Context: an optimization exercise on an open-source flow, tuned for small area and a short achievable clock period. The choices shown serve that exercise and are no tape-out recipe.
Only simulation tests tie the RTL to the original design; equivalence was not proved.
Power is estimated from default activity; no workload was simulated.

File: design/flow/run.sh
#!/bin/bash
# synth_recipe.tcl (not shown) runs the flow's synth.tcl, then flattens the netlist and writes it again
# the make line also repeats each setting of config.mk as NAME=value (left out here)
make -C /OpenROAD-flow-scripts/flow DESIGN_CONFIG=/design/flow/config.mk WORK_HOME=/design/flow/orfs CLKGATE_MAP_FILE= SYNTH_SCRIPT=/design/flow/synth_recipe.tcl finish
File: design/flow/config.mk
export PLATFORM = sky130hd
export DESIGN_NAME = processorPipe
export DESIGN_NICKNAME = processorPipe
export VERILOG_FILES = /design/flow/design.v
export SDC_FILE = /design/flow/constraint.sdc
export NUM_CORES = 4
export LEC_CHECK = 0
export CAP_MARGIN = 20
export CORE_MARGIN = 2
export CORE_UTILIZATION = 50
export CTS_CLUSTER_DIAMETER = 60
export CTS_CLUSTER_SIZE = 30
export PLACE_DENSITY = 0.6
export SETUP_SLACK_MARGIN = 3.2
export SLEW_MARGIN = 20
File: design/flow/constraint.sdc
create_clock -name core_clock -period 5.5 [get_ports {clk}]
set_input_delay 1.1000 -clock core_clock [delete_from_list [all_inputs] [get_ports {clk}]]
set_output_delay 1.1000 -clock core_clock [all_outputs]
set_load 0.01 [all_outputs]
File: design/flow/design.v
module processorPipe(
    input clk,
    input rst,
    input [15:0] instr_in,
    output [15:0] pc_out,
    output [15:0] alu_res,
    output memWrite,
    output regWrite,
    output [15:0] rf_WD,
    output [15:0] alu_b,
    output [15:0] read_rs,
    output [15:0] data_out,
    output [15:0] data_in
);
    integer i, k;
    reg [4:0] pc_q;    
    always @(posedge clk or posedge rst) begin
        if (rst)
            pc_q <= 5'd0;
        else
            pc_q <= pc_q + 5'd1;
    end
    assign pc_out = {10'd0, pc_q, 1'b0};
    wire [3:0] op_f = instr_in[15:12];
    wire alu_src_f = (op_f == 4'b0001) | (op_f == 4'b0010) | (op_f == 4'b1000) | (op_f == 4'b1010);
    wire sub_f = (op_f == 4'b0010) | (op_f == 4'b1100) |
                 ((op_f == 4'b0000) & (instr_in[2:1] == 2'b11));
    reg [15:0] ir;
    reg [7:1]  rs_oh, rt_oh;    
    reg        alu_src_d, sub_d;
    always @(posedge clk) begin
        ir <= instr_in;
        for (i = 1; i < 8; i = i + 1) begin
            rs_oh[i] <= (instr_in[11:9] == i[2:0]);
            rt_oh[i] <= (instr_in[8:6] == i[2:0]);
        end
        alu_src_d <= alu_src_f;
        sub_d <= sub_f;
    end
    wire [3:0] op = ir[15:12];
    wire [2:0] rt = ir[8:6];
    wire [2:0] rd = ir[5:3];
    wire [2:0] fn = ir[2:0];
    reg [2:0] alu_ctrl_d;
    reg       reg_dst_d, mem_to_reg_d, mem_write_d, reg_write_d;
    always @(*) begin
        reg_dst_d = 1'b0;
        mem_to_reg_d = 1'b0;
        mem_write_d = 1'b0;
        reg_write_d = 1'b0;
        alu_ctrl_d = 3'b010;
        case (op)
            4'b0000: begin reg_dst_d = 1'b1; reg_write_d = 1'b1; alu_ctrl_d = fn; end
            4'b0001: begin reg_write_d = 1'b1; end
            4'b0010: begin reg_write_d = 1'b1; alu_ctrl_d = 3'b110; end
            4'b1000: begin reg_write_d = 1'b1; mem_to_reg_d = 1'b1; end
            4'b1010: begin mem_write_d = 1'b1; end
            4'b1100: begin alu_ctrl_d = 3'b110; end
            default: ;
        endcase
    end
    reg [16*8-1:0] rf;    
    reg [15:0] rs_val, rt_val;
    always @(*) begin
        rs_val = 16'd0;
        rt_val = 16'd0;
        for (i = 1; i < 8; i = i + 1) begin
            rs_val = rs_val | (rf[16*i +: 16] & {16{rs_oh[i]}});
            rt_val = rt_val | (rf[16*i +: 16] & {16{rt_oh[i]}});
        end
    end
    wire [15:0] imm_ext = {{10{ir[5]}}, ir[5:0]};
    wire [15:0] b_d = alu_src_d ? imm_ext : rt_val;
    wire [15:0] bx_d = b_d ^ {16{sub_d}};    
    reg [15:0] ex_a, ex_b, ex_s, ex_p, ex_g;
    reg [2:0]  ex_ctrl;
    reg        ex_sub, ex_mem_write, ex_reg_write, ex_mem_to_reg;
    reg [2:0]  ex_wreg;
    always @(posedge clk) begin
        ex_a <= rs_val;
        ex_b <= b_d;
        ex_s <= rt_val;
        ex_p <= rs_val ^ bx_d;
        ex_g <= rs_val & bx_d;
        ex_ctrl <= alu_ctrl_d;
        ex_sub <= sub_d;
        ex_mem_write <= mem_write_d;
        ex_reg_write <= reg_write_d;
        ex_mem_to_reg <= mem_to_reg_d;
        ex_wreg <= reg_dst_d ? rd : rt;
    end
    assign read_rs = ex_a;
    assign alu_b = ex_b;
    reg [15:0] gg, pp, ng, np;
    reg [16:0] cy;
    always @(*) begin
        gg = ex_g;
        pp = ex_p;
        gg[0] = ex_g[0] | (ex_p[0] & ex_sub);
        for (k = 1; k < 16; k = 2 * k) begin
            ng = gg;
            np = pp;
            for (i = k; i < 16; i = i + 1) begin
                ng[i] = gg[i] | (pp[i] & gg[i - k]);
                np[i] = pp[i] & pp[i - k];
            end
            gg = ng;
            pp = np;
        end
        cy = {gg, ex_sub};
    end
    wire [15:0] sum = ex_p ^ cy[15:0];
    wire slt = ex_p[15] ? sum[15] : ex_a[15];
    wire [15:0] lor = ex_g | ex_p;
    reg [15:0] alu_out;
    always @(*) begin
        case (ex_ctrl)
            3'b000: alu_out = ex_g;
            3'b001: alu_out = lor;
            3'b010: alu_out = sum;
            3'b011: alu_out = ex_p;
            3'b100: alu_out = ~lor;
            3'b110: alu_out = sum;
            3'b111: alu_out = {15'd0, slt};
            default: alu_out = 16'd0;
        endcase
    end
    reg [31:0] sel_o_x, sel_e_x;
    always @(*) begin
        for (k = 0; k < 32; k = k + 1)
            sel_o_x[k] = (alu_out[5:1] == k[4:0]);
        sel_e_x = alu_out[0] ? {sel_o_x[30:0], 1'b0} : sel_o_x;
    end
    reg [15:0] m_res, m_s;
    reg        m_mem_write, m_reg_write, m_mem_to_reg;
    reg [2:0]  m_wreg;
    reg [31:0] sel_o, sel_e;
    reg        m_a0n;    
    always @(posedge clk) begin
        m_res <= alu_out;
        sel_o <= sel_o_x;
        sel_e <= sel_e_x;
        m_a0n <= ~alu_out[0];
        m_s <= ex_s;
        m_mem_write <= ex_mem_write;
        m_reg_write <= ex_reg_write;
        m_mem_to_reg <= ex_mem_to_reg;
        m_wreg <= ex_wreg;
    end
    assign alu_res = m_res;
    assign memWrite = m_mem_write;
    assign data_in = m_s;
    reg [8*32-1:0] mem_e;    
    reg [8*32-1:0] mem_o;    
    wire [5:0] a = m_res[5:0];
    wire a0 = ~m_a0n;
    wire hi_zero = (m_res[15:6] == 10'd0);
    wire rd_ok = hi_zero & (a != 6'd63);
    wire wr_ok = m_mem_write & hi_zero & (a >= 6'd5) & (a <= 6'd62);
    reg [7:0] rd_e, rd_o;
    integer j;
    always @(*) begin
        rd_e = (8'h12 & {8{sel_e[0]}}) | (8'h22 & {8{sel_e[1]}}) | (8'h01 & {8{sel_e[2]}});
        rd_o = (8'h02 & {8{sel_o[0]}}) | (8'h20 & {8{sel_o[1]}});
        for (j = 3; j < 32; j = j + 1)
            rd_e = rd_e | (mem_e[8*j +: 8] & {8{sel_e[j]}});
        for (j = 2; j < 32; j = j + 1)
            rd_o = rd_o | (mem_o[8*j +: 8] & {8{sel_o[j]}});
    end
    wire [7:0] rd_lo = a0 ? rd_o : rd_e;
    wire [7:0] rd_hi = a0 ? rd_e : rd_o;
    wire [15:0] mem_rd = {rd_hi, rd_lo} & {16{rd_ok}};
    wire [7:0] wd_e = a0 ? m_s[15:8] : m_s[7:0];
    wire [7:0] wd_o = a0 ? m_s[7:0] : m_s[15:8];
    always @(posedge clk) begin
        for (j = 3; j < 32; j = j + 1)
            if (wr_ok & sel_e[j])
                mem_e[8*j +: 8] <= wd_e;
        for (j = 2; j < 32; j = j + 1)
            if (wr_ok & sel_o[j])
                mem_o[8*j +: 8] <= wd_o;
    end
    reg [15:0] w_data, w_wd;
    reg        w_reg_write;
    reg [2:0]  w_wreg;
    always @(posedge clk) begin
        w_data <= mem_rd;
        w_wd <= m_mem_to_reg ? mem_rd : m_res;
        w_reg_write <= m_reg_write;
        w_wreg <= m_wreg;
    end
    assign data_out = w_data;
    assign rf_WD = w_wd;
    assign regWrite = w_reg_write;
    always @(posedge clk) begin
        for (i = 1; i < 8; i = i + 1)
            if (w_reg_write & (w_wreg == i[2:0]))
                rf[16*i +: 16] <= w_wd;
    end
endmodule
==> results.txt, run 1 <==
The DRC violation total after the first TritonRoute iteration came out at 2772. The worst slew margin relative to its limit came out at 25.29%. The portion of total power attributed to sequential cells is 51.3%. Setup repair after global routing could not meet its margin everywhere.

The critical-path maximum fanout came out at 9. The critical register-to-register path endpoint is w_wd[3]. The worst-skew pair later-pin latency is 660 ps.

The worst setup path is launched from a flop. The detailed-router iteration count before antenna repair is 8. The number of buffer cells added on primary ports is 120. Per report_power, the clock group accounts for 27.6% of the total. The combined area of all synthesized cells is 30090 µm². The startpoint identified for the worst register-to-register timing path is sel_o[20]. The distinct cell type count after synthesis came out at 71.

The switching power summed over all nets is 5.084 mW. The row count came out at 89. More flip-flops sit in one register than any other, and that register is mem_o.

The via count normalized by instance count came out at 6.548. The number of H-tree levels is 2. The final net count came out at 2153. The leakage power is 12.08 nW. For hold timing, the worst endpoint is m_s[9]. The largest net degree at the start of global routing is 35.

Based on the critical path, the design can be clocked at up to 425.3 MHz. Of all flip-flops after synthesis, the portion carrying an async set or reset was 0.5903%. The effective utilization at floorplan came out at 50.80%. Along the worst hold path, the cell count comes to 0. The final count of hold timing violations came out at 0. Yosys instantiated no cell more often than sky130_fd_sc_hd__edfxtp_1. The first-pass GRT wire length is 135600 µm.

The worst hold slack after final layout came out at 329.9 ps. The synthesized area divided by synthesized cell count came out at 15.35 µm². Summing internal, switching and leakage power gives 15.77 mW. The synthesized design contains 584 enable-type register cells.

Of all cell types, the one taking the most synthesized area is sky130_fd_sc_hd__edfxtp_1. The number of buffers on the longest clock path came out at 3. The number of antenna violations at the first check in global routing is 0. The footprint of the multi-input gates is 7456 µm².

The required time of the critical path came out at 6010 ps. The critical path goes through a22oi_1 > nand4_1 > nor4_4 > buf_4 > nand2_1 > and3_1 > mux2_2. For the worst setup path, the data arrival time is 2860 ps. The number of top-level pins is 132. For this design, the CTS-stage hold fixing added 0 buffers.

The final HPWL from detailed placement came out at 62550 µm. The detailed-route wire length per cell is 32.69 µm. The number of instances in the synthesized netlist is 1961. The setup slack on the worst flop-to-flop path came out at 3150 ps. The area share of the largest cell type after synthesis came out at 58.28%. The most used flip-flop cell after synthesis is sky130_fd_sc_hd__edfxtp_1. For this run, the number of Yosys warnings is 1. The fraction of the cycle the final worst path needs is 42.75%. The number of flip-flops under the largest register name is 240. On the critical path, the stage with the largest delay is an instance of sky130_fd_sc_hd__dfxtp_1. The final-layout setup total negative slack is 0 ps.

The register area came out at 23050 µm². Global routing used 30.45% of the available tracks across all layers. The post-place instance area came out at 31890 µm². By count the netlist is led by 584 x sky130_fd_sc_hd__edfxtp_1, 258 x sky130_fd_sc_hd__a22oi_1, 258 x sky130_fd_sc_hd__dfxtp_1. The worst ir drop on vdd is 0.3608 mV. The final-layout fill cell count came out at 4506. The highest cell delay on the worst timing path is 470 ps.

Combinational logic burns 21.1% of the power. The number of cells on the worst reg-to-reg path came out at 7. The worst slack after detailed placement came out at 2471 ps. The setup path with the least slack is of type flop to flop. The beginning of the worst hold path is ex_s[9]. STA classifies the critical path endpoint as a flop. The count of buffering cells on the critical path with inverters included came out at 1.

Summing over every cut layer, the via total after detailed routing is 19190. The number of routed nets with antenna violations came out at 0. The sequential area share after synthesis came out at 75.86%. The clock period minus worst slack came out at 2351 ps. Yosys attributes the largest share of cell area to sky130_fd_sc_hd__edfxtp_1 58%, sky130_fd_sc_hd__dfxtp_1 17%, sky130_fd_sc_hd__a22oi_1 6.4%. TritonCTS built the clock tree. The global-route congestion overflow total is 0. The reported max-cap violation count came out at 0. The number of global-route vias before repair is 18430. The switching part of the total came out at 32.23%.

The number of max-slew violations in the final report came out at 0. On the critical path the largest part of the delay comes from simple AND/OR/NAND/NOR gates. The area growth from synthesis to final layout is 16.51%. The final worst setup slack is 3149 ps. The total area inside the core boundary comes to 59240 µm². The internal portion of the total power is 10.69 mW. Clock tree synthesis inserted a total of 49 buffers. Across the routed clock network, the largest skew measured is 40.22 ps.

The tree is rooted in a sky130_fd_sc_hd__clkbuf_16. The final weighted congestion in routability-driven placement came out at 0.9970. The DRC violation count after routing came out at 0. The final wirelength came out at 95780 µm.

Setup violations remaining at the end of the flow were counted as 0. Once layout is done, the placed cells without fillers occupy 35060 µm². The share of layout cells above drive strength 1 came out at 27.83%. The CTS clock-pin slew for the worst setup and hold paths is 110 ps. The tightest min-delay check is of the flop to flop type. For the pin with the worst max-slew slack, the measured transition is 1119 ps. The number of clock sinks seen by CTS came out at 847.

The run finished with no timing, DRC or antenna violations. The full die area is 62160 µm². The number of synthesized register bits came out at 847. In the final layout, the registers with the most flip-flops are mem_o x240, mem_e x232, rf x112. The die is 249.3 µm wide. The power per cell area came out at 449.9 nW/µm².

The y dimension of the die came out at 249.3 µm.
cell families (layout without fill, tap and decap cells):
family | Yosys count | count (layout) | synth area share [%]
other | 1 | 12 | 0.01246
AND/OR/NAND/NOR | 412 | 417 | 7.127
XOR/XNOR | 22 | 22 | 0.6403
multiplexers | 41 | 41 | 1.568
flip-flops | 847 | 847 | 75.86
AO/OA/AOI/OAI | 472 | 472 | 11.96
adder cells (fa/ha/maj) | 20 | 20 | 0.8233
buffers and inverters | 146 | 326 | 2.012
power groups by stage:
stage | clock network, mW | registers, mW | logic, mW
2_1_floorplan | 0 | 7.87 | 1.43
3_3_place_gp | 0 | 8.22 | 2.65
3_5_place_dp | 0 | 8.22 | 2.64
4_1_cts | 4.41 | 8.06 | 3.14
5_1_grt | 4.64 | 8.11 | 3.49
6_report | 4.36 | 8.09 | 3.33
layout make-up:
type	count	share of cell area (%)
inverters	14	0.1820
clock inverters	40	1.663
repair buffers	221	4.836
clock buffers	51	3.547
diodes	1	0.007137
flip-flops and latches	847	65.74
multi-input cells	983	21.27
well taps	773	2.759
layout by cell type, fill, tap and decap left out, types with 14 or more instances in the layout:
cell type | synthesis | routed
sky130_fd_sc_hd__a21oi_1 | 42 | 34
sky130_fd_sc_hd__a221oi_1 | 21 | 14
sky130_fd_sc_hd__a222oi_1 | 38 | 38
sky130_fd_sc_hd__a22o_1 | 19 | 19
sky130_fd_sc_hd__a22oi_1 | 258 | 241
sky130_fd_sc_hd__a22oi_2 | 0 | 17
sky130_fd_sc_hd__and2_2 | 0 | 47
sky130_fd_sc_hd__buf_2 | 9 | 71
sky130_fd_sc_hd__buf_4 | 11 | 96
sky130_fd_sc_hd__clkbuf_16 | 0 | 49
sky130_fd_sc_hd__clkdlybuf4s15_2 | 0 | 17
sky130_fd_sc_hd__clkdlybuf4s50_1 | 0 | 17
sky130_fd_sc_hd__dfxtp_1 | 258 | 152
sky130_fd_sc_hd__dfxtp_2 | 0 | 70
sky130_fd_sc_hd__dfxtp_4 | 0 | 36
sky130_fd_sc_hd__edfxtp_1 | 584 | 584
sky130_fd_sc_hd__ha_1 | 19 | 17
sky130_fd_sc_hd__mux2_2 | 33 | 33
sky130_fd_sc_hd__nand2_1 | 45 | 42
sky130_fd_sc_hd__nand3_1 | 68 | 68
sky130_fd_sc_hd__nand4_1 | 46 | 46
sky130_fd_sc_hd__nor2_1 | 108 | 88
sky130_fd_sc_hd__o21a_1 | 15 | 15
sky130_fd_sc_hd__o21ai_0 | 17 | 16
sky130_fd_sc_hd__xor2_1 | 20 | 20
metal layers:
metal,track usage [%],part of all wire (%)
met5,0,0
met4,9.604,3.8
met3,6.123,11
met2,48.91,47
met1,42.01,38
worst max path at each step:
stage	cells after the start	to	start
3_3_place_gp	6	sel_e[23]	ex_ctrl[1]
4_1_cts	7	sel_e[23]	ex_p[2]
3_5_place_dp	6	sel_e[23]	ex_ctrl[1]
6_report	7	w_wd[3]	sel_o[20]
5_1_grt	10	sel_e[20]	ex_p[0]
2_1_floorplan	10	sel_o[2]	ex_p[0]
through the flow:
step / util [%] / std cells
finish: 59.18 / 2930
global route: 59.18 / 2929
CTS: 58.80 / 2923
detailed placement: 53.84 / 2745
global placement: 53.84 / 2745
floorplan: - / 1971
worst reg2reg max path, delay by kind of cell (launching register included):
| family | cells | cell delay, ps |
|---|---|---|
| AOI/OAI and AO/OA | 1 | 230 |
| buffers and inverters | 1 | 210 |
| DFF | 1 | 470 |
| muxes | 1 | 330 |
| and+or+nand+nor | 4 | 970 |
timing repair:
| item | CTS | global route |
|---|---|---|
| setup buffers | 83 | 5 |
| resized for setup | 647 | 87 |
| setup endpoints to repair | 687 | 289 |
| pin swaps | 25 | 27 |
| cloned | 4 | 1 |
==> run 2, diff against run 1 <==
--- a/design/flow/config.mk
+++ b/design/flow/config.mk
@@ -6,4 +6,5 @@
 export NUM_CORES = 4
 export LEC_CHECK = 0
+export ABC_AREA = 1
 export CAP_MARGIN = 20
 export CORE_MARGIN = 2
==> run 2 against run 1 <==
Against the previous run: still clean on timing, DRC and antenna; worst hold slack worse by 13 ps; first-iteration DRC count down 9.7%; sequential cell count unchanged; worst setup slack worse by 5.2 ps; utilization down 1.1 points; critical path depth up 1; largest cell class unchanged; largest power group unchanged.
==> results.txt, run 2 <==
The arrival time at the worst endpoint came out at 2780 ps. The number of routed nets with antenna violations came out at 0. In the final routed layout, each cell accounts on average for 24.81 µm. The type of the worst setup path is flop to flop.

The final wirelength is 97570 µm. The final HPWL from detailed placement is 67610 µm. The number of flip-flops under the largest register name is 240. The number of hold-repair buffers added at the cts stage came out at 0.

The number of antenna violations at the first check in global routing is 1. The fraction of registers with async set/reset came out at 0.5903%. The root buffer cell chosen for the clock tree is sky130_fd_sc_hd__clkbuf_16. Counting distinct cell types in the post-synthesis netlist gives 46. Data on the critical path is required at its endpoint by 5920 ps. The final-layout fill cell count is 5371. The number of buffers added by the clock tree synthesis step came out at 49.

The fraction of the cycle the final worst path needs is 42.84%. Setup repair after global routing could not meet its margin everywhere. TritonCTS built the clock tree. In the layout the commonest cells are 1054 x sky130_fd_sc_hd__nand2_1, 584 x sky130_fd_sc_hd__edfxtp_1, 192 x sky130_fd_sc_hd__dfxtp_1.

The area growth from synthesis to final layout is 14.84%. The worst slack after detailed placement is 2605 ps. The number of synthesized register bits came out at 847.

The row count came out at 92. Of all nets on the critical path, the largest fanout is 9. The die covers 65880 µm². The power per cell area came out at 417.6 nW/µm².

The parity-gate share of the synthesized area counting xor and xnor cells came out at 0.2470%. The yosys synthesis warning count is 1. The floorplan step set the die height to 256.7 µm. The synthesized netlist devotes 0.7448% of its cell area to adder and majority cells.

The core region area came out at 63080 µm². The final setup skew came out at 36.84 ps. The DRC violation total after the first TritonRoute iteration came out at 2502. The effective utilization at floorplan is 50.60%. The number of top-level pins came out at 132.

The area share of the largest cell type after synthesis came out at 54.94%. The number of max-slew violations in the final report came to 0. In this run the horizontal extent of the chip is 256.7 µm. The number of enable-type register cells in the synthesized netlist came out at 584. Summing every instance area after synthesis gives 31920 µm². After global routing the overflow that remains totals 0.

The sequential area share after synthesis came out at 71.51%. The type of origin of the critical path is a flop. After synthesis, the largest family of logic cells by area is simple AND/OR/NAND/NOR gates. The share of layout cells above drive strength 1 is 15.56%.

The final net count is 3080. The leading cell type in the layout, fill and taps excluded is sky130_fd_sc_hd__nand2_1. The slew at the pin closest to its max-slew limit is 1111 ps. The reported max-cap violation count came out at 0. Using the TritonRoute via totals, the vias-per-cell ratio works out to 5.624. STA classifies the critical path endpoint as a flop.

The leakage power came out at 13.92 nW. The post-synthesis simple-gate area fraction is 20.17%. In the final layout, the registers with the most flip-flops are mem_o x240, mem_e x232, rf x112. The number of global-route vias before repair is 20850. The most repeated cell in the gate-level netlist after synthesis is sky130_fd_sc_hd__nand2_1.

The number of clock sinks seen by CTS is 847. In this run the tool buffered the top-level ports with 120 buffer cells. Across every metal layer, demand over resource in global routing totals 29.10%. The worst ir drop on vdd is 0.3311 mV. The worst slew margin relative to its limit is 25.67%.

The first global-routing pass estimated 140200 µm of wire. Summing the areas of all compound-gate instances in the mapped netlist gives 3.156% of the synthesized area. The min-delay analysis places its worst path in the category flop to flop. The run finished with no timing, DRC or antenna violations.

The worst-skew pair later-pin latency came out at 650 ps. Yosys attributes the largest share of cell area to sky130_fd_sc_hd__edfxtp_1 55%, sky130_fd_sc_hd__dfxtp_1 16%, sky130_fd_sc_hd__nand2_1 12%. The via total after detailed routing came out at 22110.

After layout, the minimum clock period comes to 2356 ps. Routability-driven placement finished with a final weighted congestion of 0.9972. The number of instances in the synthesized netlist came out at 2923. Setup total negative slack on the finished layout was measured at 0 ps. The maximum operating frequency is 424.4 MHz. Sorting the synthesized cells by how often they occur yields 1060 x sky130_fd_sc_hd__nand2_1, 584 x sky130_fd_sc_hd__edfxtp_1, 258 x sky130_fd_sc_hd__dfxtp_1.

The synthesized area divided by synthesized cell count came out at 10.92 µm². The DRC violation count after routing is 0. The detailed-router iteration count before antenna repair came out at 6.

In this run the number of H-tree levels came out at 2. The final count of hold timing violations was 0. The setup violation total in the final timing report came out at 0.

Ranked by flip-flop count, first place goes to mem_o. The clock passes through at most 3 buffers. Entering global routing, the biggest net connects 34 pins. The cell type with the largest total area after synthesis is sky130_fd_sc_hd__edfxtp_1.

The CTS clock-pin slew for the worst setup and hold paths came out at 100 ps. The worst hold slack after final layout came out at 317.3 ps. The final worst setup slack is 3144 ps. The most used flip-flop cell after synthesis is sky130_fd_sc_hd__edfxtp_1. The portion of netlist area occupied by mux cells came out at 0.07056%.
[run 2: logic make-up (layout without fill, tap and decap cells)]
kind of cell               count (synthesis)  in the layout
xor gates and xnor gates                   9              9
AOI/OAI and AO/OA                        157            157
DFF                                      847            847
muxes                                      2              2
and+or+nand+nor                         1565           1566
other                                      1             13
buffers and inverters                    323            473
adders and majority gates                 19             19
[run 2: timing repair]
item | in CTS | in global routing
buffers inserted | 34 | 8
pin swaps | 4 | 15
cloned | 1 | 5
gates resized for setup | 632 | 76
endpoints found under the setup margin | 620 | 492
[run 2: layout make-up]
class                           count  area (µm²)  share of cell area, %
Sequential cell                   847       22980                  62.68
Multi-Input combinational cell   1764        8627                  23.54
Timing Repair Buffer              195        1510                  4.120
Clock buffer                       54        1309                  3.570
Tap cell                          846        1059                  2.888
Inverter                          186       700.7                  1.912
Clock inverter                     38       467.9                  1.277
Antenna cell                        2       5.005                0.01365
[run 2: worst max-delay path: stages (launching register included)]
cell and delay [ps]:
sky130_fd_sc_hd__dfxtp_2 420, sky130_fd_sc_hd__nand2_1 200, sky130_fd_sc_hd__nand2_1 130, sky130_fd_sc_hd__nor2_1 310, sky130_fd_sc_hd__nand4_1 270, sky130_fd_sc_hd__nor2_1 210, sky130_fd_sc_hd__nand3_1 170, sky130_fd_sc_hd__nand4_1 150
sky130_fd_sc_hd__o21ai_0 260
[run 2: final timing paths]
| path | to | cells past startpoint | slack (ps) | start |
|---|---|---|---|---|
| worst max-delay path | w_wd[3] | 8 | 3140 | sel_e[24] |
| worst min-delay path | m_s[1] | 0 | 320 | ex_s[1] |
| worst max register to register | w_wd[3] | 8 | 3140 | sel_e[24] |
| worst min register to register | m_s[1] | 0 | 320 | ex_s[1] |
| max in group asynchronous | pc_q[1] | 2 | 4680 | rst |
| min in group asynchronous | pc_q[0] | 2 | 650 | rst |
[run 2: metrics by stage]
stage                     total power [mW]  instance area [µm²]  cells  utilization [%]
after detailed placement             10.96                33940   3789            53.81
after CTS                            15.20                36270   3916            57.50
after floorplan                      9.352                31960   2933                -
after global routing                 15.81                36650   3930            58.10
after global placement               10.96                33940   3789            53.81
final                                15.31                36660   3932            58.11
[run 2: report_power, final]
part	switching, mW	internal [mW]
clock	2.37	1.88
sequential	0.474	7.51
combinational	2.27	0.811
[run 2: metal layers]
layer	track usage, %	share of wire [%]
met3	4.320	8.1
met4	7.445	2.5
met2	47.58	48
met1	41.02	42
met5	0	0
==> run 3, diff against run 2 <==
--- a/design/flow/design.v
+++ b/design/flow/design.v
@@ -92,10 +92,11 @@
     assign read_rs = ex_a;
     assign alu_b = ex_b;
+    wire [15:0] ex_t = ex_g | ex_p;
     reg [15:0] gg, pp, ng, np;
     reg [16:0] cy;
     always @(*) begin
         gg = ex_g;
-        pp = ex_p;
-        gg[0] = ex_g[0] | (ex_p[0] & ex_sub);
+        pp = ex_t;
+        gg[0] = ex_g[0] | (ex_t[0] & ex_sub);
         for (k = 1; k < 16; k = 2 * k) begin
             ng = gg;
@@ -112,5 +113,5 @@
     wire [15:0] sum = ex_p ^ cy[15:0];
     wire slt = ex_p[15] ? sum[15] : ex_a[15];
-    wire [15:0] lor = ex_g | ex_p;
+    wire [15:0] lor = ex_t;
     reg [15:0] alu_out;
     always @(*) begin
--- a/design/flow/config.mk
+++ b/design/flow/config.mk
@@ -6,5 +6,4 @@
 export NUM_CORES = 4
 export LEC_CHECK = 0
-export ABC_AREA = 1
 export CAP_MARGIN = 20
 export CORE_MARGIN = 2
==> run 3 against run 2 <==
Against the previous run: non-clock buffer count increased by 29; register-to-register slack about the same; clock-buffer cell count shrank 4; fmax down 0.49%; critical path depth is 2 lower; sequential share of layout area grew 3.2 points; design area shrank 4.4%; global-route usage rose by 1.8 points; final cell count shrank 26%; power up 1.0%; critical endpoint is now w_wd[8].
==> results.txt, run 3 <==
The flow ran to the end and the layout has no timing, DRC or antenna violations. STA classifies the critical path startpoint as a flop. The portion of total power attributed to sequential cells came out at 52.2%. STA classifies the critical path endpoint as a flop. In this run switching power makes up 31.84% of total power. In the final routed layout, each cell accounts on average for 33.67 µm. The number of global-route vias before repair came out at 17960. The global-route congestion overflow total is 0. The total met2 wirelength after detailed routing came out at 44700 µm. Prior to clock tree synthesis, the placed netlist has a worst setup slack of 2237 ps. The footprint of the multi-input gates is 7362 µm². The worst-skew pair later-pin latency is 650 ps. The part of the total power dissipated in combinational logic is 19.5%. The number of clock sinks seen by CTS is 847.

Counting instances in the post-synthesis netlist gives the leading cell types as 584 x sky130_fd_sc_hd__edfxtp_1, 258 x sky130_fd_sc_hd__dfxtp_1, 256 x sky130_fd_sc_hd__a22oi_1. The horizontal extent of the die came out at 249.2 µm. The final setup skew is 44.64 ps. The detailed-router iteration count before antenna repair came out at 8.

The number of max-slew violations in the final report was 0. The arrival time at the worst endpoint came out at 2880 ps. Leaving out fill and tap cells, the most frequent cells in the layout are 584 x sky130_fd_sc_hd__edfxtp_1, 244 x sky130_fd_sc_hd__a22oi_1, 135 x sky130_fd_sc_hd__dfxtp_1. Timing would allow up to 422.3 MHz.

The synthesized netlist occupies a cell area of 30060 µm². The number of buffers added by the clock tree synthesis step came out at 48. The routed layout has 18930 vias. The number of enable-type register cells in the synthesized netlist is 584. The area growth from synthesis to final layout came out at 16.56%.

The first-pass GRT wire length came out at 136300 µm. Across all setup checks in the final design, the least slack found is 3132 ps. The netlist uses 77 different library cells. In the synthesized netlist the dominant register cell turns out to be sky130_fd_sc_hd__edfxtp_1.

Counting flops per register, the top entry is mem_o. The final wirelength is 97340 µm. The power per cell area came out at 441.3 nW/µm². The met3 wirelength from detailed routing came out at 10330 µm. The library cell used most frequently in the layout, excluding fill and tap cells, is sky130_fd_sc_hd__edfxtp_1. The CTS clock-pin slew for the worst setup and hold paths came out at 110 ps. The TritonCTS clock tree is yes. The final HPWL from detailed placement came out at 63310 µm. After detailed routing, no signal wire sits above met4. STA puts the critical path data required time at 6020 ps. Setup repair after global routing could not meet its margin everywhere. The final count of hold timing violations was 0. The setup path with the least slack is of type flop to flop.

For this design the top-level I/O count stands at 132. The effective utilization at floorplan is 50.74%. The number of H-tree levels came out at 2. The largest registers in the layout are mem_o x240, mem_e x232, rf x112. The y dimension of the die is 249.2 µm. The number of instances in the synthesized netlist is 1916. The worst ir drop on vdd came out at 0.4154 mV.

The setup violation total in the final timing report came out at 0. Of the total power, the clock network draws 28.3%. The fraction of the cycle the final worst path needs is 43.05%. The final-layout fill cell count is 4595. The reported max-cap violation count came out at 0. The DRC violation count after routing is 0. For this design the static power due to leakage is 12.18 nW. The critical-path maximum fanout is 8. The row count is 89.

The number of antenna violations at the first check in global routing is 2. The number of routed nets with antenna violations came out at 0. The register area came out at 23080 µm².

Entering global routing, the biggest net connects 40 pins. The synthesized area divided by synthesized cell count came out at 15.69 µm². The final net count is 2113. Hold repair after CTS inserted 0 buffers. The switching power summed over all nets came out at 4.924 mW. The tightest min-delay check is of the flop to flop type.

The area share of the largest cell type after synthesis is 58.34%. In this run the tightest slew margin relative to its limit is 32.00%. The biggest area contributor in the post-synthesis netlist is sky130_fd_sc_hd__edfxtp_1. The number of flip-flops under the largest register name is 240.

The full die area came out at 62100 µm². The total routing resource utilization after global routing is 30.90%. The number of buffers on the longest clock path is 3.

The largest individual stage delay along the critical path comes from the cell sky130_fd_sc_hd__or4_4. The post-route netlist has 30.08% of its cells at a drive strength greater than 1. The final-layout setup total negative slack is 0 ps. By area the synthesized netlist is led by sky130_fd_sc_hd__edfxtp_1 58%, sky130_fd_sc_hd__dfxtp_1 17%, sky130_fd_sc_hd__a22oi_1 6.4%.

The clock period minus worst slack came out at 2368 ps. The via count normalized by instance count came out at 6.547. The number of inserted diodes came out at 0.

The DRC violation total after the first TritonRoute iteration came out at 3161. The fraction of registers with async set/reset came out at 0.5903%. The overall power of the completed layout came out at 15.46 mW. The wire length on met1 is 37420 µm. The yosys synthesis warning count is 1. The core region is 59240 µm². The sequential area share after synthesis is 75.94%. The slew at the pin closest to its max-slew limit came out at 1019 ps.

The signal on the critical path passes through a22o_4 > a221oi_2 > nand3_1 > or4_4 > o211a_4 > mux2_2. Routability-driven placement finished with a final weighted congestion of 0.9696. The internal portion of the total power is 10.54 mW. The number of synthesized register bits came out at 847. The highest cell delay on the worst timing path came out at 590 ps.

The most repeated cell in the gate-level netlist after synthesis is sky130_fd_sc_hd__edfxtp_1. Hold timing on the final database bottoms out at a slack of 312.0 ps. The number of buffer cells added on primary ports is 120. In this run the clock root is driven by a sky130_fd_sc_hd__clkbuf_16.
## run 3: cell types whose count changed after synthesis, moves of 21 or more
cell,previous run,this run
sky130_fd_sc_hd__inv_1,176,11
sky130_fd_sc_hd__and2_1,2,62
sky130_fd_sc_hd__nand3_1,114,74
sky130_fd_sc_hd__nand4_1,95,37
sky130_fd_sc_hd__nor2_1,220,88
sky130_fd_sc_hd__nor3_1,30,9
sky130_fd_sc_hd__nand2_1,1060,28
sky130_fd_sc_hd__a22oi_1,1,256
sky130_fd_sc_hd__o21ai_0,54,20
sky130_fd_sc_hd__a222oi_1,0,38
sky130_fd_sc_hd__mux2_2,2,45
## run 3: worst paths after layout
path	startpoint	to	slack, ps	depth (start not counted)
setup / recovery	sel_e[7]	w_wd[8]	3130	6
hold / removal	ex_s[0]	m_s[0]	310	0
setup reg to reg	sel_e[7]	w_wd[8]	3130	6
hold reg to reg	ex_s[0]	m_s[0]	310	0
max in group asynchronous	rst	pc_q[2]	4630	2
min in group asynchronous	rst	pc_q[0]	680	2
## run 3: power groups by stage
stage / registers (mW) / logic [mW] / clock network, mW
floorplan: 7.86 / 1.32 / 0
global placement: 8.18 / 2.49 / 0
detailed placement: 8.19 / 2.48 / 0
CTS: 8.04 / 2.83 / 4.41
global route: 8.10 / 3.15 / 4.65
finish: 8.07 / 3.02 / 4.38
## run 3: layout make-up
| class | instances | area share (%) |
|---|---|---|
| clock buffer | 50 | 3.510 |
| clock inverter | 40 | 1.721 |
| inverter | 14 | 0.1857 |
| multi-input combinational | 942 | 21.01 |
| sequential | 847 | 65.89 |
| tap | 773 | 2.760 |
| timing repair buffer | 224 | 4.903 |
| timing repair inverter | 1 | 0.02143 |
## run 3: what timing repair did
item	4_1_cts	5_1_grt
cloned	8	0
pin swaps	29	31
gates resized for setup	630	152
buffers inserted	63	33
endpoints found under the setup margin	699	577
## run 3: logic make-up after synthesis
kind of cell / after synthesis / share of synthesized area [%]
simple gates: 373 / 6.747
compound gates: 457 / 11.88
flops: 847 / 75.94
other cells: 1 / 0.01248
mux: 52 / 1.935
fa+ha+maj: 18 / 0.7409
buf+inv: 144 / 2.044
xor+xnor: 24 / 0.6993
## run 3: layer usage
metal | vias up | global-route usage [%]
met3 | 229 | 6.855
li1 | 7899 | -
met4 | 0 | 12.93
met1 | 9566 | 42.26
met2 | 1233 | 48.06
met5 | - | 0
## run 3: worst max-delay path, delay by kind of cell (launching register included)
| family | cells | cell delay [ps] |
|---|---|---|
| AOI/OAI and AO/OA | 3 | 740 |
| and+or+nand+nor | 2 | 740 |
| muxes | 1 | 310 |
| DFF | 1 | 420 |
## run 3: metrics by stage
stage | utilization (%) | area, µm² | std cells
after global placement | 53.65 | 31780 | 2696
after floorplan | - | 30110 | 1926
after CTS | 58.36 | 34570 | 2858
after detailed placement | 53.66 | 31790 | 2697
after global routing | 59.14 | 35040 | 2891
final | 59.14 | 35040 | 2891
==> run 4, diff against run 3 <==
--- a/design/flow/design.v
+++ b/design/flow/design.v
@@ -92,11 +92,10 @@
     assign read_rs = ex_a;
     assign alu_b = ex_b;
-    wire [15:0] ex_t = ex_g | ex_p;
     reg [15:0] gg, pp, ng, np;
     reg [16:0] cy;
     always @(*) begin
         gg = ex_g;
-        pp = ex_t;
-        gg[0] = ex_g[0] | (ex_t[0] & ex_sub);
+        pp = ex_p;
+        gg[0] = ex_g[0] | (ex_p[0] & ex_sub);
         for (k = 1; k < 16; k = 2 * k) begin
             ng = gg;
@@ -113,5 +112,5 @@
     wire [15:0] sum = ex_p ^ cy[15:0];
     wire slt = ex_p[15] ? sum[15] : ex_a[15];
-    wire [15:0] lor = ex_t;
+    wire [15:0] lor = ex_g | ex_p;
     reg [15:0] alu_out;
     always @(*) begin
==> design/flow/flow/run.sh (new file) <==
#!/bin/bash
# Layout flow: the standard ORFS flow (standard.sh, standard synthesis
# unchanged), with clock tree synthesis told not to insert dummy loads.
set -euo pipefail
export CTS_ARGS="-sink_clustering_enable -repair_clock_nets -dont_use_dummy_load -sink_clustering_size 30 -sink_clustering_max_diameter 60"
bash standard.sh > standard_flow.log 2>&1
==> design/flow/standard.sh (new file) <==
#!/bin/bash
# synth_recipe.tcl (not shown) runs the flow's synth.tcl, then flattens the netlist and writes it again
# the make line also repeats each setting of config.mk as NAME=value (left out here)
make -C /OpenROAD-flow-scripts/flow DESIGN_CONFIG=/design/flow/config.mk WORK_HOME=/design/flow/orfs CLKGATE_MAP_FILE= SYNTH_SCRIPT=/design/flow/synth_recipe.tcl "${@:-finish}"
removed: design/flow/run.sh
==> run 4 against run 3 <==
Against the previous run: still clean; highest routed layer is now met5; clock skew is 29 ps higher; critical path depth is 5 higher; final cell count is 0.14% lower; sequential cell count stayed put; largest cell class unchanged; worst setup slack worse by 48 ps; utilization is 0.84 points lower; design area is 1.4% lower.
==> results.txt, run 4 <==
The flow ran to the end and the layout has no timing, DRC or antenna violations. At the worst endpoint, the arrival time is 2980 ps. The setup slack on the worst flop-to-flop path came out at 3080 ps. The final weighted congestion in routability-driven placement came out at 0.9970. The TritonCTS clock tree is yes. The final wirelength is 95900 µm. The startpoint of the most critical setup path is ex_p[0]. Synthesis inferred 847 register bits. The main flop type after synthesis is sky130_fd_sc_hd__edfxtp_1.

The number of cells on the worst reg-to-reg path came out at 11. The startpoint identified for the worst register-to-register timing path is ex_p[0]. The final-layout setup total negative slack came out at 0 ps. The final net count came out at 2151. The endpoint identified for the worst register-to-register timing path is sel_e[6].

The worst slew margin relative to its limit is 25.97%. The final count of hold timing violations came out at 0. The type of origin of the critical path is a flop. The worst ir drop on vdd came out at 0.3648 mV.

The library cell used most frequently in the layout, excluding fill and tap cells, is sky130_fd_sc_hd__edfxtp_1. The clock period minus worst slack came out at 2416 ps. The detail route stage leaves a number of antenna-violating nets equal to 0. The type of the worst setup path is flop to flop. The worst setup path is captured at a flop.

The maximum operating frequency is 413.9 MHz. The power per cell area came out at 431.6 nW/µm². Setup repair after global routing could not meet its margin everywhere. The number of antenna violations at the first check in global routing came out at 3.

The row count came out at 89. The first-pass GRT wire length is 135300 µm. The routed layout has 19040 vias. The register with the most flip-flops in the final layout is mem_o.

The global-route congestion overflow total came out at 0. Leaving out fill and tap cells, the most frequent cells in the layout are 584 x sky130_fd_sc_hd__edfxtp_1, 241 x sky130_fd_sc_hd__a22oi_1, 164 x sky130_fd_sc_hd__dfxtp_1. The synthesized design contains 584 enable-type register cells. The combined area of all synthesized cells came out at 30090 µm².

The area growth from synthesis to final layout came out at 14.78%. The final-layout fill cell count is 4586. The core region area came out at 59240 µm². The tree built by TritonCTS fans out to 847 sinks. The number of max-slew violations in the final report is 0. The number of global-route vias before repair came out at 18320. The number of instances in the synthesized netlist is 1961.

Following the worst setup path forward leads to its endpoint at sel_e[6]. The floorplan step defined a die boundary enclosing 62160 µm². The min-delay analysis places its worst path in the category flop to flop. The critical-path maximum fanout came out at 7. The number of buffers on the longest clock path came out at 3. Clock skew on the completed layout was measured at 73.66 ps. The clock root buffer is sky130_fd_sc_hd__clkbuf_16. The register with the most flip-flops in the layout has 240 of them. The share of layout cells above drive strength 1 came out at 25.00%. Across the whole layout, storage elements account for 23050 µm². The total routing resource utilization after global routing came out at 30.38%. The detailed-router iteration count before antenna repair came out at 9. Data on the critical path is required at its endpoint by 6070 ps. In this run, the number of DRC markers left after iteration 0 of detailed routing was 2639. The CTS clock-pin slew for the worst setup and hold paths came out at 90 ps.

The synthesized area divided by synthesized cell count came out at 15.35 µm². The worst-skew pair later-pin latency came out at 650 ps. The number of H-tree levels is 2. The number of top-level pins came out at 132.

The effective utilization at floorplan is 50.80%. Once layout is complete, the utilization of the core stands at 58.30%. The horizontal extent of the die is 249.3 µm. The synthesized design spends more area on one cell type than any other, namely sky130_fd_sc_hd__edfxtp_1. The y dimension of the die came out at 249.3 µm. For this run, design rule violations remaining after detail routing come to 0. The number of buffers added by the clock tree synthesis step is 49. The slew at the pin closest to its max-slew limit came out at 1109 ps. After synthesis, the netlist uses 71 different library cells. Yosys attributes the largest share of cell area to sky130_fd_sc_hd__edfxtp_1 58%, sky130_fd_sc_hd__dfxtp_1 17%, sky130_fd_sc_hd__a22oi_1 6.4%. The leakage power is 11.82 nW. After clock tree synthesis, the flow added hold-fix buffers numbering 0. In the synthesized netlist, the cells that appear most often are 584 x sky130_fd_sc_hd__edfxtp_1, 258 x sky130_fd_sc_hd__a22oi_1, 258 x sky130_fd_sc_hd__dfxtp_1. The reported max-cap violation count came out at 0. The footprint of the multi-input gates came out at 7447 µm². Entering global routing, the biggest net connects 35 pins.

The fraction of registers with async set/reset came out at 0.5903%. The setup violation total in the final timing report is 0. For this run, the number of Yosys warnings is 1. The detailed-route wire length per cell is 33.22 µm. sky130_fd_sc_hd__edfxtp_1 is the most common cell in the netlist.

The fraction of the cycle the final worst path needs came out at 43.92%. After legalization and detailed placement, the total HPWL measured 62550 µm. The sequential area share after synthesis is 75.86%. The area share of the largest cell type after synthesis is 58.28%. Port buffering added 120 buffers.

The via count normalized by instance count is 6.595. The largest registers in the layout are mem_o x240, mem_e x232, rf x112.
[run 4: logic make-up after synthesis]
family	Yosys count	synth area share (%)
mux	41	1.568
compound gates	472	11.96
simple gates	412	7.127
buf+inv	146	2.012
other cells	1	0.01246
fa+ha+maj	20	0.8233
flops	847	75.86
xor+xnor	22	0.6403
[run 4: worst min-delay path by stage]
stage	depth (start not counted)	startpoint	endpoint
final	0	ex_s[12]	m_s[12]
after global routing	0	ex_s[12]	m_s[12]
after CTS	0	ex_s[12]	m_s[12]
after detailed placement	0	ex_s[8]	m_s[8]
after global placement	0	ex_s[5]	m_s[5]
after floorplan	0	ex_mem_to_reg	m_mem_to_reg
[run 4: report_power, final]
group / switching [mW] / internal [mW] / total (mW) / leakage, nW
clock network: 1.91 / 1.58 / 3.49 / 0.604
logic: 2.10 / 1.20 / 3.30 / 3.69
registers: 0.582 / 7.53 / 8.11 / 7.53
[run 4: layout make-up]
type                       instances  share of cell area (%)
antenna                            2                 0.01449
tap                              773                   2.800
sequential                       847                   66.73
multi-input combinational        982                   21.56
clock buffer                      49                   3.550
timing repair buffer             220                   5.137
inverter                          14                  0.2101
[run 4: layer usage]
metal / share of wire, % / global-route usage, % / vias up
li1: - / - / 7959
met1: 38 / 41.72 / 9602
met2: 47 / 49.13 / 1280
met3: 11 / 6.552 / 194
met4: 3.3 / 8.571 / 4
met5: 0.028 / 0 / -
[run 4: per-stage QoR]
stage               power, mW  cell area, µm²  hold slack [ps]  setup WS [ps]  instances
floorplan               9.301           30180            309.6           3175       1971
global placement        10.86           31890            310.4           2494       2745
detailed placement      10.86           31890            312.1           2471       2745
CTS                     14.69           34250            310.0           3134       2878
global route            15.36           34530            301.5           2990       2885
finish                  14.91           34540            308.3           3084       2887
[run 4: timing repair]
item / 4_1_cts / 5_1_grt
gates resized for setup: 577 / 113
pin swaps: 23 / 31
buffers inserted: 80 / 7
setup endpoints to repair: 689 / 489
gates cloned: 4 / 0
[run 4: critical path, cell delays in order (launching register included)]
cell and delay, ps:
sky130_fd_sc_hd__dfxtp_2 350, sky130_fd_sc_hd__ha_4 150, sky130_fd_sc_hd__or2_4 230, sky130_fd_sc_hd__ha_4 160, sky130_fd_sc_hd__o211ai_1 280, sky130_fd_sc_hd__a2111oi_2 120
sky130_fd_sc_hd__or3_4 410, sky130_fd_sc_hd__nor2_4 150, sky130_fd_sc_hd__buf_4 150, sky130_fd_sc_hd__buf_6 140, sky130_fd_sc_hd__nand2_8 80, sky130_fd_sc_hd__nor3_1 140
==> run 5, diff against run 4 <==
--- a/design/flow/design.v
+++ b/design/flow/design.v
@@ -92,10 +92,11 @@
     assign read_rs = ex_a;
     assign alu_b = ex_b;
+    wire [15:0] ex_t = ex_g | ex_p;
     reg [15:0] gg, pp, ng, np;
     reg [16:0] cy;
     always @(*) begin
         gg = ex_g;
-        pp = ex_p;
-        gg[0] = ex_g[0] | (ex_p[0] & ex_sub);
+        pp = ex_t;
+        gg[0] = ex_g[0] | (ex_t[0] & ex_sub);
         for (k = 1; k < 16; k = 2 * k) begin
             ng = gg;
@@ -112,5 +113,5 @@
     wire [15:0] sum = ex_p ^ cy[15:0];
     wire slt = ex_p[15] ? sum[15] : ex_a[15];
-    wire [15:0] lor = ex_g | ex_p;
+    wire [15:0] lor = ex_t;
     reg [15:0] alu_out;
     always @(*) begin
@@ -126,4 +127,19 @@
         endcase
     end
+    reg hz_arith, hz_x;
+    always @(*) begin
+        hz_arith = (ex_p[6] == cy[6]);
+        for (i = 7; i < 16; i = i + 1)
+            hz_arith = hz_arith & (ex_p[i] == ex_t[i - 1]);
+        case (ex_ctrl)
+            3'b000: hz_x = ~|ex_g[15:6];
+            3'b001: hz_x = ~|ex_t[15:6];
+            3'b011: hz_x = ~|ex_p[15:6];
+            3'b100: hz_x = &ex_t[15:6];
+            3'b010, 3'b110: hz_x = hz_arith;
+            default: hz_x = 1'b1;
+        endcase
+    end
+    wire wr_ok_x = ex_mem_write & hz_arith & (sum[5:0] >= 6'd5) & (sum[5:0] <= 6'd62);
     reg [31:0] sel_o_x, sel_e_x;
     always @(*) begin
@@ -137,5 +153,9 @@
     reg [31:0] sel_o, sel_e;
     reg        m_a0n;    
-    always @(posedge clk) begin
+    reg        m_hz;     
+    reg        m_wr_ok;  
+    always @(posedge clk) begin
+        m_hz <= hz_x;
+        m_wr_ok <= wr_ok_x;
         m_res <= alu_out;
         sel_o <= sel_o_x;
@@ -155,7 +175,6 @@
     wire [5:0] a = m_res[5:0];
     wire a0 = ~m_a0n;
-    wire hi_zero = (m_res[15:6] == 10'd0);
-    wire rd_ok = hi_zero & (a != 6'd63);
-    wire wr_ok = m_mem_write & hi_zero & (a >= 6'd5) & (a <= 6'd62);
+    wire rd_ok = m_hz & (a != 6'd63);
+    wire wr_ok = m_wr_ok;
     reg [7:0] rd_e, rd_o;
     integer j;
@@ -168,7 +187,13 @@
             rd_o = rd_o | (mem_o[8*j +: 8] & {8{sel_o[j]}});
     end
-    wire [7:0] rd_lo = a0 ? rd_o : rd_e;
-    wire [7:0] rd_hi = a0 ? rd_e : rd_o;
-    wire [15:0] mem_rd = {rd_hi, rd_lo} & {16{rd_ok}};
+    wire s_o_lo = rd_ok & a0;      
+    wire s_e_lo = rd_ok & ~a0;     
+    wire [15:0] mem_rd = {({8{s_e_lo}} & rd_o) | ({8{s_o_lo}} & rd_e),
+                          ({8{s_o_lo}} & rd_o) | ({8{s_e_lo}} & rd_e)};
+    wire w_o_lo = m_mem_to_reg & s_o_lo;
+    wire w_e_lo = m_mem_to_reg & s_e_lo;
+    wire [15:0] wd_m = {16{~m_mem_to_reg}} & m_res;
+    wire [15:0] wd_x = {({8{w_e_lo}} & rd_o) | ({8{w_o_lo}} & rd_e) | wd_m[15:8],
+                        ({8{w_o_lo}} & rd_o) | ({8{w_e_lo}} & rd_e) | wd_m[7:0]};
     wire [7:0] wd_e = a0 ? m_s[15:8] : m_s[7:0];
     wire [7:0] wd_o = a0 ? m_s[7:0] : m_s[15:8];
@@ -186,5 +211,5 @@
     always @(posedge clk) begin
         w_data <= mem_rd;
-        w_wd <= m_mem_to_reg ? mem_rd : m_res;
+        w_wd <= wd_x;
         w_reg_write <= m_reg_write;
         w_wreg <= m_wreg;
==> design/flow/run.sh (new file) <==
#!/bin/bash
# synth_recipe.tcl (not shown) runs the flow's synth.tcl, then flattens the netlist and writes it again
# the make line also repeats each setting of config.mk as NAME=value (left out here)
make -C /OpenROAD-flow-scripts/flow DESIGN_CONFIG=/design/flow/config.mk WORK_HOME=/design/flow/orfs CLKGATE_MAP_FILE= SYNTH_SCRIPT=/design/flow/synth_recipe.tcl finish
removed: design/flow/flow/run.sh
removed: design/flow/standard.sh
==> run 5 against run 4 <==
Against the previous run: sequential share of layout area shrank 0.23 points; worst hold slack lost 4.0 ps; power grew 3.7%; clock power grew 23%; clock skew is 36 ps lower; design area rose by 0.92%; register-to-register slack better by 80 ps.
==> results.txt, run 5 <==
Global routing used 28.88% of the available tracks. The number of clock buffers added by TritonCTS is 48. In the final design database the tool counted 2143 nets.

The analysis attributes to cell leakage a power of 12.03 nW. The critical-path maximum fanout is 16. The via count normalized by instance count is 6.439. Of the synthesized area, sequential elements account for 75.28%.

Counting flops with a built-in enable in the synthesized netlist gives 584. The y dimension of the die came out at 250.5 µm. The share of layout cells above drive strength 1 came out at 25.43%.

The global-route congestion overflow total is 0. The repair_antennas step left the layout with diodes totalling 0. Leaving out fill and tap cells, the most frequent cells in the layout are 584 x sky130_fd_sc_hd__edfxtp_1, 218 x sky130_fd_sc_hd__a22oi_1, 129 x sky130_fd_sc_hd__dfxtp_1. The slowest stage of the critical path belongs to the cell sky130_fd_sc_hd__dfxtp_2.

The reg-to-reg critical path startpoint is rt_oh[6]. The worst setup path is of the flop to flop kind. The area share of the largest cell type after synthesis came out at 57.74%.

In this run, distinct cell masters in the synthesized netlist total 76. The final weighted congestion in routability-driven placement is 0.9119. The critical path goes through a222oi_1 > nand3_1 > mux2_2 > xor2_1 > ha_1.

The number of flip-flops under the largest register name came out at 240. The number of max-slew violations in the final report is 0. The final count of hold timing violations came out at 0. The clock period minus worst slack is 2338 ps. The synthesized area divided by synthesized cell count came out at 15.39 µm². Setup repair after global routing could not meet its margin everywhere. For this block, the routed nets add up to 91900 µm of wire.

The number of H-tree levels came out at 2. After filler insertion, the fill cell instance count of the layout stands at 4693. Ranked by instance count, the synthesized netlist is headed by 584 x sky130_fd_sc_hd__edfxtp_1, 260 x sky130_fd_sc_hd__dfxtp_1, 222 x sky130_fd_sc_hd__a22oi_1.

The area growth from synthesis to final layout is 14.76%. The count of nets left with antenna violations once routing finished came out at 0. The number of buffers on the longest clock path came out at 3. The biggest area contributor in the post-synthesis netlist is sky130_fd_sc_hd__edfxtp_1. The core region area came out at 60250 µm². The number of clock sinks seen by CTS came out at 849. The first-pass GRT wire length came out at 129400 µm. The horizontal extent of the die came out at 250.5 µm. The row count is 90. Cells fill 57.86% of the core in the end. The maximum operating frequency came out at 427.8 MHz.

The fraction of the cycle the final worst path needs is 42.50%. The via total after detailed routing came out at 18860. The type of origin of the critical path is a flop. The number of antenna violations at the first check in global routing was 5. During I/O placement, the number of pins put on the boundary was 132. The reported max-cap violation count came out at 0. Measured against its own limit, the worst slew margin works out to 26.08%.

The final HPWL from detailed placement came out at 60090 µm. The cell type group with the largest total delay on the critical path is flip-flops. The slew at the pin closest to its max-slew limit came out at 1107 ps. For this run, the leading register cell type out of synthesis is sky130_fd_sc_hd__edfxtp_1. The clock root buffer is sky130_fd_sc_hd__clkbuf_16. The endpoint identified for the worst register-to-register timing path is ex_p[0]. In this run the number of cells on the critical path is 5.

The yosys synthesis warning count is 1. Setup violations remaining at the end of the flow were counted as 0. Ranked by flip-flop count, first place goes to mem_o. The startpoint of the most critical setup path is rt_oh[6]. The number of cells on the worst reg-to-reg path came out at 5.

The combined area of all synthesized cells is 30370 µm². Among all cell types in the netlist, the one instantiated most often is sky130_fd_sc_hd__edfxtp_1. The CTS clock-pin slew for the worst setup and hold paths is 110 ps. In the final timing run, aggregate negative setup slack is 0 ps. The DRC violation total after the first TritonRoute iteration came out at 2605. The DRC violation count after routing is 0.

The detailed-router iteration count before antenna repair is 8. The leading cell type in the layout, fill and taps excluded is sky130_fd_sc_hd__edfxtp_1. Entering global routing, the biggest net connects 60 pins. The largest registers in the layout are mem_o x240, mem_e x232, rf x112. The run finished with no timing, DRC or antenna violations.

For this run, asynchronously set or reset flops after synthesis account for 0.5889%. The final setup skew is 38.11 ps. The detailed-route wire length per cell came out at 31.38 µm. Prior to clock tree synthesis, the placed netlist has a worst setup slack of 1933 ps. The sequential cells in the finished layout cover a total of 23180 µm². Ranked by total cell area, the synthesized netlist is headed by sky130_fd_sc_hd__edfxtp_1 58%, sky130_fd_sc_hd__dfxtp_1 17%, sky130_fd_sc_hd__a22oi_1 5.5%. The number of buffer cells added on primary ports is 120.

The power per cell area came out at 443.4 nW/µm². The number of global-route vias before repair came out at 17970. VDD sags by at most 0.2810 mV. The clock reaches the later pin of the worst-skew pair after 640 ps. The number of synthesized register bits came out at 849. The highest cell delay on the worst timing path came out at 490 ps. For this configuration, the core starts out at a cell density of 50.42%. The setup check on the worst reg-to-reg path leaves a slack of 3160 ps. The last element of the critical path is ex_p[0]. STA classifies the critical path endpoint as a flop. The arrival time at the worst endpoint is 2870 ps.

Once routing completed, OpenROAD measured the worst setup slack at 3162 ps. The full die area is 62740 µm². The footprint of the multi-input gates is 7246 µm².

The TritonCTS clock tree is yes. The class of the tightest hold or removal check is flop to flop. The count of buffering cells on the critical path with inverters included is 0. Data on the critical path is required at its endpoint by 6030 ps. Counting every instance in the synthesized netlist gives 1974.
[run 5: cell types whose count changed in the layout (fill, tap and decap cells not counted), moves of 18 or more]
cell,before,now
sky130_fd_sc_hd__a22o_1,19,41
sky130_fd_sc_hd__a22oi_1,241,218
sky130_fd_sc_hd__and2_1,5,63
sky130_fd_sc_hd__and2_2,46,0
sky130_fd_sc_hd__buf_2,58,79
sky130_fd_sc_hd__dfxtp_1,164,129
sky130_fd_sc_hd__dfxtp_2,53,72
sky130_fd_sc_hd__dfxtp_4,41,59
[run 5: cells by family (layout without fill, tap and decap cells)]
kind of cell | after synthesis | in the layout | share of synthesized area, %
AOI/OAI and AO/OA | 467 | 467 | 12.18
buffers and inverters | 155 | 318 | 2.183
xor gates and xnor gates | 30 | 30 | 0.9268
muxes | 41 | 41 | 1.516
adders and majority gates | 18 | 18 | 0.7332
other | 1 | 11 | 0.01235
DFF | 849 | 849 | 75.28
and+or+nand+nor | 413 | 413 | 7.159
[run 5: how the worst min path moves through the flow]
stage                        from           end  slack, ps  cells past startpoint
finish                   ex_s[15]       m_s[15]        300                      0
global route             ex_s[15]       m_s[15]        300                      0
CTS                      ex_s[15]       m_s[15]        300                      0
detailed placement        ex_s[0]        m_s[0]        310                      0
global placement          ex_s[3]        m_s[3]        310                      0
floorplan           ex_mem_to_reg  m_mem_to_reg        310                      0
[run 5: power breakdown]
part	leakage, nW	switching [mW]	internal [mW]
clock network	0.867	2.41	1.87
registers	7.56	0.681	7.54
logic	3.60	1.80	1.16
total	12.0	4.89	10.6
[run 5: metal layers]
layer / up-vias / GRT usage [%] / wire (µm)
met5: - / 0 / 0
met1: 9619 / 41.77 / 38130
met4: 0 / 8.229 / 2748
met2: 1091 / 44.56 / 41810
met3: 130 / 5.954 / 9215
li1: 8019 / - / -
[run 5: cell type report]
| cell class | count | share of cell area, % |
|---|---|---|
| Inverter | 13 | 0.1579 |
| Sequential cell | 849 | 66.50 |
| Clock inverter | 37 | 1.500 |
| Multi-Input combinational cell | 980 | 20.79 |
| Timing Repair Buffer | 216 | 4.613 |
| Clock buffer | 52 | 3.640 |
| Tap cell | 782 | 2.807 |
[run 5: worst register-to-register path: cells and delay by family, from the launching register on]
family | cells | cell delay (ps)
compound gates | 1 | 390
xor+xnor | 1 | 270
fa+ha+maj | 1 | 290
flops | 1 | 490
mux | 1 | 420
simple gates | 1 | 370
[run 5: what timing repair did]
item	in CTS	in global routing
endpoints found under the setup margin	207	86
pin swaps	18	28
hold endpoints to repair	0	0
resized for setup	616	92
buffers inserted	62	23
hold buffers	0	0
[run 5: metrics by stage]
step                hold WS, ps  instance area [µm²]  power (mW)  cells
floorplan                 309.6                30410       9.273   1984
detailed placement        312.1                32070       10.71   2755
global placement          310.7                32070       10.69   2755
CTS                       304.4                34410       15.23   2906
global route              301.6                34860       15.91   2929
finish                    304.3                34860       15.46   2929
==> run 6, diff against run 5 <==
==> design/flow/flow/run.sh (new file) <==
#!/bin/bash
# Layout flow: the standard ORFS flow (standard.sh, standard synthesis
# unchanged), with clock tree synthesis told not to insert dummy loads.
set -euo pipefail
export CTS_ARGS="-sink_clustering_enable -repair_clock_nets -dont_use_dummy_load -sink_clustering_size 30 -sink_clustering_max_diameter 60"
bash standard.sh > standard_flow.log 2>&1
==> design/flow/standard.sh (new file) <==
#!/bin/bash
# synth_recipe.tcl (not shown) runs the flow's synth.tcl, then flattens the netlist and writes it again
# the make line also repeats each setting of config.mk as NAME=value (left out here)
make -C /OpenROAD-flow-scripts/flow DESIGN_CONFIG=/design/flow/config.mk WORK_HOME=/design/flow/orfs CLKGATE_MAP_FILE= SYNTH_SCRIPT=/design/flow/synth_recipe.tcl "${@:-finish}"
removed: design/flow/run.sh
==> run 6 against run 5 <==
Against the previous run: still clean on timing, DRC and antenna; combinational power hardly changed; critical path depth unchanged; clock skew grew 30 ps; synthesized area unchanged; non-clock buffer count decreased by 3; routed wire length down 0.23%; utilization fell by 0.97 points; worst setup slack improved by 2.8 ps; via count decreased by 0.55%; critical path type unchanged; critical endpoint unchanged; highest routed layer unchanged.
==> results.txt, run 6 <==
The final weighted congestion in routability-driven placement is 0.9119. The clock root buffer is sky130_fd_sc_hd__clkbuf_16. The maximum operating frequency came out at 428.3 MHz. mem_o holds more flip-flops than any other register. The type of the worst setup path is flop to flop. Net switching is 30.23% of the power.

The distinct cell type count after synthesis is 76. Ranked by instance count, the synthesized netlist is headed by 584 x sky130_fd_sc_hd__edfxtp_1, 260 x sky130_fd_sc_hd__dfxtp_1, 222 x sky130_fd_sc_hd__a22oi_1. The number of instances in the synthesized netlist is 1974. The worst setup path is launched from a flop. For this design, the slowest cell found on the critical path is sky130_fd_sc_hd__dfxtp_1. The share of layout cells above drive strength 1 came out at 22.82%. The number of top-level pins is 132. The reported max-cap violation count came out at 0. TritonCTS built the clock tree. The fraction of the cycle the final worst path needs came out at 42.45%. For this run, asynchronously set or reset flops after synthesis account for 0.5889%. The CTS clock-pin slew for the worst setup and hold paths is 110 ps. The horizontal extent of the die came out at 250.5 µm. The global-route congestion overflow total is 0.

The number of enable-type register cells in the synthesized netlist is 584. The path class of the tightest hold or removal check is flop to flop. The number of routed nets with antenna violations came out at 0.

The detailed-router iteration count before antenna repair came out at 8. The area growth from synthesis to final layout is 12.84%. STA puts the critical path data arrival time at 2850 ps. The DRC violation count after routing came out at 0. In the synthesized netlist the dominant register cell turns out to be sky130_fd_sc_hd__edfxtp_1. The final standard cell utilization of the core is 56.89%. The combined area of all synthesized cells is 30370 µm². In the layout the commonest cells are 584 x sky130_fd_sc_hd__edfxtp_1, 219 x sky130_fd_sc_hd__a22oi_1, 141 x sky130_fd_sc_hd__dfxtp_1. The switching power summed over all nets is 4.432 mW. Across every metal layer, demand over resource in global routing totals 28.74%. The library cell used most frequently in the layout, excluding fill and tap cells, is sky130_fd_sc_hd__edfxtp_1.

The number of clock buffers added by TritonCTS is 48. The highest cell delay on the worst timing path is 900 ps. 0 antenna diodes ended up in the layout.

The final wirelength came out at 91680 µm. The worst ir drop on vdd came out at 0.2262 mV. Setup repair after global routing could not meet its margin everywhere. The smallest clock period supported by the final layout is computed as 2335 ps. Port buffering added 120 buffers.

The number of synthesized register bits is 849. The number of hold-repair buffers added at the cts stage came out at 0. The clock network burns 23.8% of the power. The most repeated cell in the gate-level netlist after synthesis is sky130_fd_sc_hd__edfxtp_1. The final layout contains 2140 nets. The required time of the critical path came out at 6010 ps. The effective utilization at floorplan came out at 50.42%.

The final count of hold timing violations came out at 0. The cell type group with the largest total delay on the critical path is flip-flops. The worst pin sits at a relative slew slack of 24.38%. In this run the vertical extent of the chip is 250.5 µm. The footprint of the multi-input gates came out at 7236 µm². The synthesized area divided by synthesized cell count is 15.39 µm².

The DRC violation total after the first TritonRoute iteration came out at 2793. The final setup skew is 68.19 ps. The critical-path maximum fanout is 16. Ranked by total cell area, the synthesized netlist is headed by sky130_fd_sc_hd__edfxtp_1 58%, sky130_fd_sc_hd__dfxtp_1 17%, sky130_fd_sc_hd__a22oi_1 5.5%. The largest net degree at the start of global routing came out at 60. The final route contains 18760 vias.

The portion of total power attributed to sequential cells is 56.1%. The number of clock sinks seen by CTS came out at 849. The final-layout setup total negative slack is 0 ps. The number of global-route vias before repair came to 17940. The full die area is 62740 µm². Setup violations remaining at the end of the flow were counted as 0. The final-layout fill cell count came out at 4735.

Registers take 23170 µm². The flow ran to the end and the layout has no timing, DRC or antenna violations. The via count normalized by instance count is 6.501. The first global-routing pass estimated 129000 µm of wire. The number of flip-flops under the largest register name is 240. Power spread over the standard cell area amounts to 427.8 nW/µm². The row count came out at 90. The part of the total power dissipated in combinational logic is 20.1%. The critical path goes through a22oi_1 > nand3_1 > mux2_2 > xor2_1 > ha_1.

The worst-skew pair later-pin latency came out at 640 ps. The leakage power is 11.74 nW. The count of buffering cells on the critical path with inverters included came out at 0. The core region area is 60250 µm². The largest registers in the layout are mem_o x240, mem_e x232, rf x112. The number of buffers on the longest clock path came out at 3. For this run, the number of Yosys warnings is 1. The number of max-slew violations in the final report is 0. The kind of capture point of the worst setup path is a flop. The slew at the pin closest to its max-slew limit is 1133 ps.

Detailed placement finished with a half-perimeter wire length of 60090 µm. The cell type with the largest total area after synthesis is sky130_fd_sc_hd__edfxtp_1. The detailed-route wire length per cell is 31.78 µm. The area share of the largest cell type after synthesis came out at 57.74%. The number of antenna violations at the first check in global routing came to 4.

The number of H-tree levels came out at 2. The internal power contribution is 10.23 mW. Sequential elements use 75.28% of the synthesized area.
run 6: path summary, 6_finish.rpt:
path | to | cells past startpoint | start | slack [ps]
max in group asynchronous | pc_q[4] | 2 | rst | 4630
min reg2reg | m_s[15] | 0 | ex_s[15] | 260
min in group asynchronous | pc_q[1] | 2 | rst | 690
max | ex_p[0] | 5 | rt_oh[3] | 3170
max reg2reg | ex_p[0] | 5 | rt_oh[3] | 3170
min | m_s[15] | 0 | ex_s[15] | 260
run 6: per-layer routing:
| metal | wire length, µm | up-vias | track usage [%] | part of all wire (%) |
|---|---|---|---|---|
| li1 | - | 7951 | - | - |
| met1 | 38210 | 9546 | 41.30 | 42 |
| met2 | 41610 | 1101 | 44.61 | 45 |
| met3 | 8943 | 158 | 5.903 | 9.8 |
| met4 | 2930 | 0 | 8.281 | 3.2 |
| met5 | 0 | - | 0 | 0 |
run 6: worst register-to-register path, delay by kind of cell, from the launching register on:
kind	cells	cell delay, ps
muxes	1	260
adders and majority gates	1	290
xor gates and xnor gates	1	280
DFF	1	900
AOI/OAI and AO/OA	1	160
and+or+nand+nor	1	340
run 6: what timing repair did:
item	CTS	global route
pin swaps	18	32
gates cloned	0	1
setup buffers	60	21
gates resized for setup	556	105
endpoints found under the setup margin	207	105
run 6: power by group through the flow:
stage	clock, mW	sequential (mW)	combinational, mW
6_report	3.48	8.22	2.95
5_1_grt	3.74	8.24	3.12
4_1_cts	3.51	8.18	2.70
3_5_place_dp	0	8.33	2.38
3_3_place_gp	0	8.33	2.36
2_1_floorplan	0	7.83	1.45
run 6: cells by family (layout without fill, tap and decap cells):
family,after synthesis,in the layout,share of synthesized area (%)
fa+ha+maj,18,18,0.7332
buf+inv,155,274,2.183
simple gates,413,413,7.159
flops,849,849,75.28
xor+xnor,30,30,0.9268
mux,41,41,1.516
compound gates,467,467,12.18
other cells,1,11,0.01235
run 6: metrics by stage:
| stage | std cells | power, mW | area (µm²) | setup WS (ps) | hold WS [ps] |
|---|---|---|---|---|---|
| after floorplan | 1984 | 9.273 | 30410 | 3408 | 309.6 |
| after global placement | 2755 | 10.69 | 32070 | 2006 | 310.7 |
| after detailed placement | 2755 | 10.71 | 32070 | 1933 | 312.1 |
| after CTS | 2863 | 14.38 | 33840 | 3113 | 251.6 |
| after global routing | 2885 | 15.09 | 34270 | 3100 | 252.1 |
| final | 2885 | 14.66 | 34270 | 3165 | 256.5 |
run 6: final cells by class:
type                       count  share of cell area (%)
clock buffer                  48                   3.505
inverter                      13                  0.1533
multi-input combinational    980                   21.11
sequential                   849                   67.59
tap                          782                   2.855
timing repair buffer         213                   4.786

==> port drivers added, routing unchanged <==
The flow's constraints put no driver on any port. The routed layouts listed below were extracted and timed again, unchanged, in two steps. Step 1: set_driving_cell puts a clkbuf_16 on clk and a buf_2 on each other input, an assumption about the parent block. Step 2 also shifts input and output timing later by t, the mid clock arrival at the registers, as if the neighbouring blocks saw the same clock. a / b / c = no drivers / after step 1 / after step 2; a / b = the first two.
| run | t, ns | setup slack, ns | worst setup path after step 2 |
|---|---|---|---|
| run 1 | 0.698 | 3.149 / 3.149 / 3.149 | register to register |
| run 2 | 0.695 | 3.144 / 3.144 / 3.144 | register to register |
| run 3 | 0.697 | 3.132 / 3.132 / 3.132 | register to register |
| run 4 | 0.672 | 3.084 / 3.084 / 3.084 | register to register |
| run 5 | 0.686 | 3.162 / 3.128 / 3.162 | register to register |
| run 6 | 0.669 | 3.165 / 3.128 / 3.165 | register to register |
After both steps setup and hold are still met in every run listed.
